From an optimization exercise on the open Yosys and OpenROAD flow, aimed at small area, a short achievable clock period and few clock cycles per item; shortcuts taken in it are not production practice.
In this exercise RTL edits were held to simulation tests only and were not proved equivalent to the original.

$ cat constraint.sdc
create_clock -name core_clock -period 150.0 [get_ports {clk}]
set_input_delay 30.0000 -clock core_clock [delete_from_list [all_inputs] [get_ports {clk}]]
set_output_delay 30.0000 -clock core_clock [all_outputs]
set_load 0.01 [all_outputs]
$ cat run.sh
#!/bin/bash
# synth_recipe.tcl (not shown) runs the flow's synth.tcl, then flattens the netlist and writes it again
# the make line also repeats each setting of config.mk as NAME=value (left out here)
make -C /OpenROAD-flow-scripts/flow DESIGN_CONFIG=/design/flow/config.mk WORK_HOME=/design/flow/orfs CLKGATE_MAP_FILE= SYNTH_SCRIPT=/design/flow/synth_recipe.tcl finish
$ cat design.v
module add_sub (
    input  [31:0] A, B,
    input         addsub,           
    output [31:0] out,
    output        exception
);
    wire       signA = A[31];
    wire       signB = B[31] ^ addsub;
    wire [7:0] expA  = A[30:23];
    wire [7:0] expB  = B[30:23];
    wire [8:0] dAB = {1'b0, expA} - {1'b0, expB};
    wire [7:0] dBA = expB - expA;
    wire       agt = ~dAB[8] & (dAB[7:0] != 8'd0);    
    wire       aeq = (dAB[7:0] == 8'd0);
    wire [7:0] diff = agt ? dAB[7:0] : dBA;
    wire [7:0] expBig = agt ? expA : expB;
    wire [23:0] mBig = agt ? {1'b1, A[22:0]} : {1'b1, B[22:0]};
    wire [23:0] mSml = agt ? {1'b1, B[22:0]} : {1'b1, A[22:0]};
    wire [23:0] mShf = (diff[7:5] != 3'd0) ? 24'd0 : (mSml >> diff[4:0]);
    wire        same = (signA == signB);
    wire [24:0] sum  = {1'b0, mBig} + {1'b0, mShf};
    wire [24:0] dif  = {1'b0, mBig} - {1'b0, mShf};    
    wire        neg  = dif[24];
    wire [23:0] mag  = neg ? (mShf - mBig) : dif[23:0];
    wire [24:0] m    = same ? sum : {1'b0, mag};
    wire aGE = neg | (dif[23:0] == 24'd0);               
    wire signOut = (same | agt | (aeq & aGE)) ? signA : signB;
    reg [4:0] lz;
    integer i;
    always @(*) begin
        lz = 5'd23;
        for (i = 0; i < 23; i = i + 1)
            if (m[i + 1]) lz = 5'd22 - i[4:0];
        if (m[23]) lz = 5'd0;
    end
    wire [4:0] sh = (expBig < {3'b000, lz}) ? expBig[4:0] : lz;
    wire [23:0] mNorm = m[23:0] << sh;
    wire [7:0]  expOut = m[24] ? expBig + 8'd1 : expBig - {3'b000, sh};
    wire [22:0] frac   = m[24] ? m[23:1] : mNorm[22:0];
    assign out = {signOut, expOut, frac};
    assign exception = (expOut == 8'hFF);
endmodule
module multiplier (
    input  [31:0] A, B,
    output [31:0] out,
    output        exception
);
    wire [47:0] p = {1'b1, A[22:0]} * {1'b1, B[22:0]};
    wire [7:0]  e = A[30:23] + B[30:23] + 8'd129 + {7'd0, p[47]};    
    assign out = {A[31] ^ B[31], e, p[47] ? p[46:24] : p[45:23]};
    assign exception = (e == 8'hFF);
endmodule
module div_steps #(parameter N = 13) (
    input  [26:0]    ys, yc,        
    input  [23:0]    dv,            
    output [26:0]    ws, wc,        
    output [N-1:0]   qp, qn         
);
    reg [26:0] s, c, x, sn, cn;
    reg [3:0]  t;
    reg [N-1:0] p, n;
    integer k;
    always @(*) begin
        s = ys;
        c = yc;
        for (k = N - 1; k >= 0; k = k - 1) begin
            t = s[26:23] + c[26:23];               
            p[k] = ~t[3];                           
            n[k] = t[3] & (t != 4'b1111);           
            x = p[k] ? ~{3'b000, dv} : (n[k] ? {3'b000, dv} : 27'd0);
            sn = s ^ c ^ x;
            cn = {(s[25:0] & c[25:0]) | (s[25:0] & x[25:0]) | (c[25:0] & x[25:0]), p[k]};
            if (k > 0) begin
                s = {sn[25:0], 1'b0};
                c = {cn[25:0], 1'b0};
            end else begin
                s = sn;
                c = cn;
            end
        end
    end
    assign ws = s;
    assign wc = c;
    assign qp = p;
    assign qn = n;
endmodule
module divider (
    input  [31:0] DD, DS,
    input  [24:0] qp, qn,
    input  [26:0] ws, wc,
    output [31:0] out,
    output        exception,
    output        zeroDiv
);
    wire [26:0] w   = ws + wc;
    wire        neg = w[26];
    wire [24:0] q   = qp + ~qn + {24'd0, ~neg};      
    wire        sgn = DD[31] ^ DS[31];
    wire [7:0]  e   = DD[30:23] - DS[30:23] + 8'd127 - {7'd0, ~q[24]};
    wire        dsz = (DS == 32'd0);
    wire        ddz = (DD == 32'd0);
    assign out = dsz ? (ddz ? 32'hFFC00000 : {sgn, 8'hFF, 23'd0}) :
                 ddz ? 32'd0 :
                 {sgn, e, q[24] ? q[23:1] : q[22:0]};
    assign exception = dsz;
    assign zeroDiv   = dsz;
endmodule
module fpu_top (
    input clk,                 
    input reset,               
    input control,             
    input [1:0] select,        
    input [31:0] A,            
    input [31:0] B,            
    output reg [31:0] result,  
    output reg exception,      
    output reg zeroDiv,        
    output reg done            
);
    reg [31:0] a_q, b_q;
    reg [1:0]  sel_q;
    reg st1, st2;
    reg [26:0] ws_q, wc_q;
    reg [12:0] qp_q, qn_q;
    wire [31:0] as_out, mul_out, div_out;
    wire as_exc, mul_exc, div_exc, div_zd;
    add_sub add_sub_inst (.A(a_q), .B(b_q), .addsub(sel_q[0]), .out(as_out), .exception(as_exc));
    multiplier mul_inst (.A(a_q), .B(b_q), .out(mul_out), .exception(mul_exc));
    wire [26:0] ys = st2 ? {ws_q[25:0], 1'b0} : {3'b000, 1'b1, a_q[22:0]};
    wire [26:0] yc = st2 ? {wc_q[25:0], 1'b0} : 27'd0;
    wire [26:0] ws13, wc13, ws12, wc12;
    wire [12:0] qp13, qn13;
    wire [11:0] qp12, qn12;
    div_steps #(.N(12)) steps_a (.ys(ys), .yc(yc), .dv({1'b1, b_q[22:0]}),
                                 .ws(ws12), .wc(wc12), .qp(qp12), .qn(qn12));
    div_steps #(.N(1)) steps_b (.ys({ws12[25:0], 1'b0}), .yc({wc12[25:0], 1'b0}), .dv({1'b1, b_q[22:0]}),
                                .ws(ws13), .wc(wc13), .qp(qp13[0]), .qn(qn13[0]));
    assign qp13[12:1] = qp12;
    assign qn13[12:1] = qn12;
    divider div_inst (.DD(a_q), .DS(b_q), .qp({qp_q, qp12}), .qn({qn_q, qn12}),
                      .ws(ws12), .wc(wc12), .out(div_out), .exception(div_exc), .zeroDiv(div_zd));
    always @(posedge clk or posedge reset) begin
        if (reset) begin
            st1  <= 1'b0;
            st2  <= 1'b0;
            done <= 1'b0;
        end else begin
            st1  <= control;
            st2  <= st1 & (sel_q == 2'b11);
            done <= (st1 & (sel_q != 2'b11)) | st2;
        end
    end
    always @(posedge clk) begin
        if (control) begin
            a_q   <= A;
            b_q   <= B;
            sel_q <= select;
        end
        ws_q <= ws13;
        wc_q <= wc13;
        qp_q <= qp13;
        qn_q <= qn13;
        case (sel_q)
            2'b00, 2'b01: begin result <= as_out;  exception <= as_exc;  zeroDiv <= 1'b0;   end
            2'b10:        begin result <= mul_out; exception <= mul_exc; zeroDiv <= 1'b0;   end
            default:      begin result <= div_out; exception <= div_exc; zeroDiv <= div_zd; end
        endcase
    end
endmodule
$ cat config.mk
export PLATFORM = sky130hd
export DESIGN_NAME = fpu_top
export DESIGN_NICKNAME = fpu_top
export VERILOG_FILES = /design/flow/design.v
export SDC_FILE = /design/flow/constraint.sdc
export NUM_CORES = 4
export LEC_CHECK = 0
export CAP_MARGIN = 20
export CORE_MARGIN = 2
export CORE_UTILIZATION = 45
export PLACE_DENSITY = 0.6
export SLEW_MARGIN = 20
==> flow_summary.toml <==
[timing]
setup_viol = 0
slew-limit-headroom_pct = 25.48
tightest_slew_ns = 1.113
clock_skew_ns = 0.02550
period_minus_slack_ns = 45.03
fmax_mhz = 22.21
finalWorstSetupSlack_ns = 104.97
min_period_over_period_pct = 30.02
hold_viol_final = 0
rsz0062_at_grt = "false"
maxSlewViolCount = 0
fin_setup_tns_ns = 0

[yosys]
synth_cell_types = 119
synthCells = 5740
ys_seq_elements = 179
yosysSeqAreaShare_pct = 8.860
yosysMostFrequentCell = "inv_1"
synth_area_sq_um = 48070
avgSynthCellArea_sq_um = 8.375
synthTopCellsByArea = "fa_1 33%, ha_1 9.9%, inv_1 7.1%"
async_reset_ff_share_pct = 1.676
yosys.area.top_type_share_pct = 33.19
yosysTopAreaCell = "fa_1"
syn_nets = 6986
yosys_warnings = 4
synth_edf_count = 66
synth_common_cells = "912 x inv_1, 797 x fa_1, 580 x nand2_1"
synth_flop_cell = "dfxtp_1"

[global_route]
grtUsageTotal_pct = 34.12
antenna_found_initial = 8
overflow = 0
met2_usage_pct = 53.65
grt_pass1_wl_mm = 274.1
first_global_vias = 41890
grt_start_max_net_pins = 61
use_met1_pct = 44.84
top_usage_layer = "met2"
use_met3_pct = 7.258

[worst_setup_path]
cp.required_ns = 150.45
start_kind = "flop"
cpMostUsedCell = "inv_1"
crit_arrival_ns = 45.47
slowest_delay_ns = 0.98
criticalPathCategory = "flop to flop"
cp_top_family = "adder cells"
slowest_stage = "dfrtp_2"
cp.buffers_inverters = 39
path_max_fanout = 53
cp-end-kind = "flop"

[clock_tree]
clock_path_buffers = 2
ctsHoldBuffers = 0
numCtsBuffers = 17
clkLatencyLatePin_ns = 0.55
clk_pin_slew_ns = 0.10
h-tree-depth = 4
cts_tree = "done"
cts_resized = 0
post-cts-setup-buffers = 0
clkSinkCount = 179
cts_root_buffer = "clkbuf_16"

[worst_hold_path]
holdCritPathClass = "flop to flop"

[floorplan]
dieArea_sq_um = 109500
fp.dieW_um = 330.8
io_pins = 104
rows = 119
start_util_pct = 45.54
die_y_um = 330.8
core_sq_um = 105600

[route]
drt-initial-drc-count = 4347
wl_mm = 183.3
antenna_left = 0
vias_per_cell = 5.928
wl_per_cell_um = 26.07
dr_total_vias = 41690
drt_first_pass_iters = 6
route.detailed.drc = 0

[cells_and_area]
drive_above_1_share_pct = 5.255
fill_cells = 10220
nets = 6866
syn_to_final_growth_pct = 6.392
multiInputGateArea_sq_um = 38920
ff_latch_area_sq_um = 4260

[job]
cap_violations = 0

[run_status]
status = "finished clean"

[placed_design]
hpwl_mm = 141.7
routabilityCongestion = 0.9861
portBuffers = 103
pre_cts_slack_ns = 105.36
[worst paths after layout]
| kind | startpoint | endpoint | slack (ns) | depth (start not counted) |
|---|---|---|---|---|
| max in group asynchronous | reset | st2 | 119.97 | 2 |
| worst min-delay path | st1 | st2 | 0.56 | 1 |
| worst min register to register | st1 | st2 | 0.56 | 1 |
| worst max-delay path | st2 | result[30] | 104.97 | 177 |
| worst max register to register | st2 | result[30] | 104.97 | 177 |
| min in group asynchronous | reset | done | 29.74 | 2 |
[layout by cell type, fill, tap and decap left out, drive strengths merged, types with 12 or more instances in the layout]
cell type      count
o21a              18
mux2i            129
o211ai            35
fa               797
or3               14
nand4             30
dfxtp            110
a22oi             22
inv              923
nand2            581
and2             252
nor2b             32
and3              26
nor2             450
o221ai            18
nand2b            29
nor3              59
or2               12
ha               380
o22ai             19
mux2              35
clkbuf            17
buf              142
o21bai            24
a21oi            469
clkdlybuf4s50    102
nor4              29
a211o             15
edfxtp            66
xnor2            130
clkinv            15
a21o              70
a31oi             28
xor2              57
a211oi            35
nand3             79
o311ai            18
o21ai            174
[cell families (layout without fill, tap and decap cells)]
family          after synthesis  count (layout)  synth area share (%)
flops                       179             179                 8.860
mux                         166             166                 3.633
simple gates               1636            1636                 15.95
other cells                   0               8                     0
buf+inv                    1308            1201                 10.41
compound gates             1083            1083                 14.34
fa+ha+maj                  1177            1177                 43.08
xor+xnor                    191             191                 3.727
[sequential cells by signal, summed over array words and instances, names as in the netlist]
signal / cells
a_q: 32
b_q: 32
done: 1
exception: 1
qn_q: 13
qp_q: 13
result: 32
sel_q: 2
st1: 1
st2: 1
wc_q: 24
ws_q: 26
zeroDiv: 1
[through the flow]
stage                     util, %  hold slack (ns)  cells  cell area (sq um)
after CTS                   48.43           0.5597   7024              51130
after global placement      47.85           0.5235   6992              50510
final                       48.45           0.5602   7032              51150
after floorplan                 -           0.4426   5740              48070
after detailed placement    47.86           0.5253   6992              50520
after global routing        48.43           0.5613   7024              51130
[layout make-up]
type / count / share of cell area (%)
clock buffers: 17 / 0.8318
repair buffers: 244 / 4.154
diodes: 8 / 0.03914
well taps: 1391 / 3.403
multi-input cells: 4253 / 76.10
inverters: 925 / 6.789
flip-flops and latches: 179 / 8.330
clock inverters: 15 / 0.3498
[routing by layer]
| metal | up-vias | routed length, um |
|---|---|---|
| met3 | 424 | 17720 |
| met2 | 2229 | 82620 |
| met4 | 6 | 9636 |
| met1 | 20760 | 73340 |
| met5 | - | 39 |
| li1 | 18260 | - |
Testbench counts, summed over its fixed seeds: cycles 21,548, ops 9,600.

==> what the ideal ports hide <==
In the flow no input, the clock included, has a driving cell. The finished layout below was timed again as built, in two steps.
Step 1 (the two cells are an assumption about what drives the block):
set clk [get_ports {clk}]
set_driving_cell -lib_cell sky130_fd_sc_hd__clkbuf_16 $clk
set_driving_cell -lib_cell sky130_fd_sc_hd__buf_2 [delete_from_list [all_inputs] $clk]
Step 2, shift: input delay + t, output delay - t, t = (earliest + latest rising clock arrival at the registers) / 2. This alone moves slack from input paths to output paths.
a / b / c = ideal ports / drivers / drivers and shift; a / b = the first two.
t, ns: 0.607
slack for setup (ns): 104.974 / 104.974 / 104.974
worst setup path at the end: register to register
worst register clock-pin slew, ns: 0.10 / 0.10
After both steps this run still meets setup and hold. For this run, drivers alone change the setup slack by 0.000 ns; drivers and shift together by 0.000 ns.
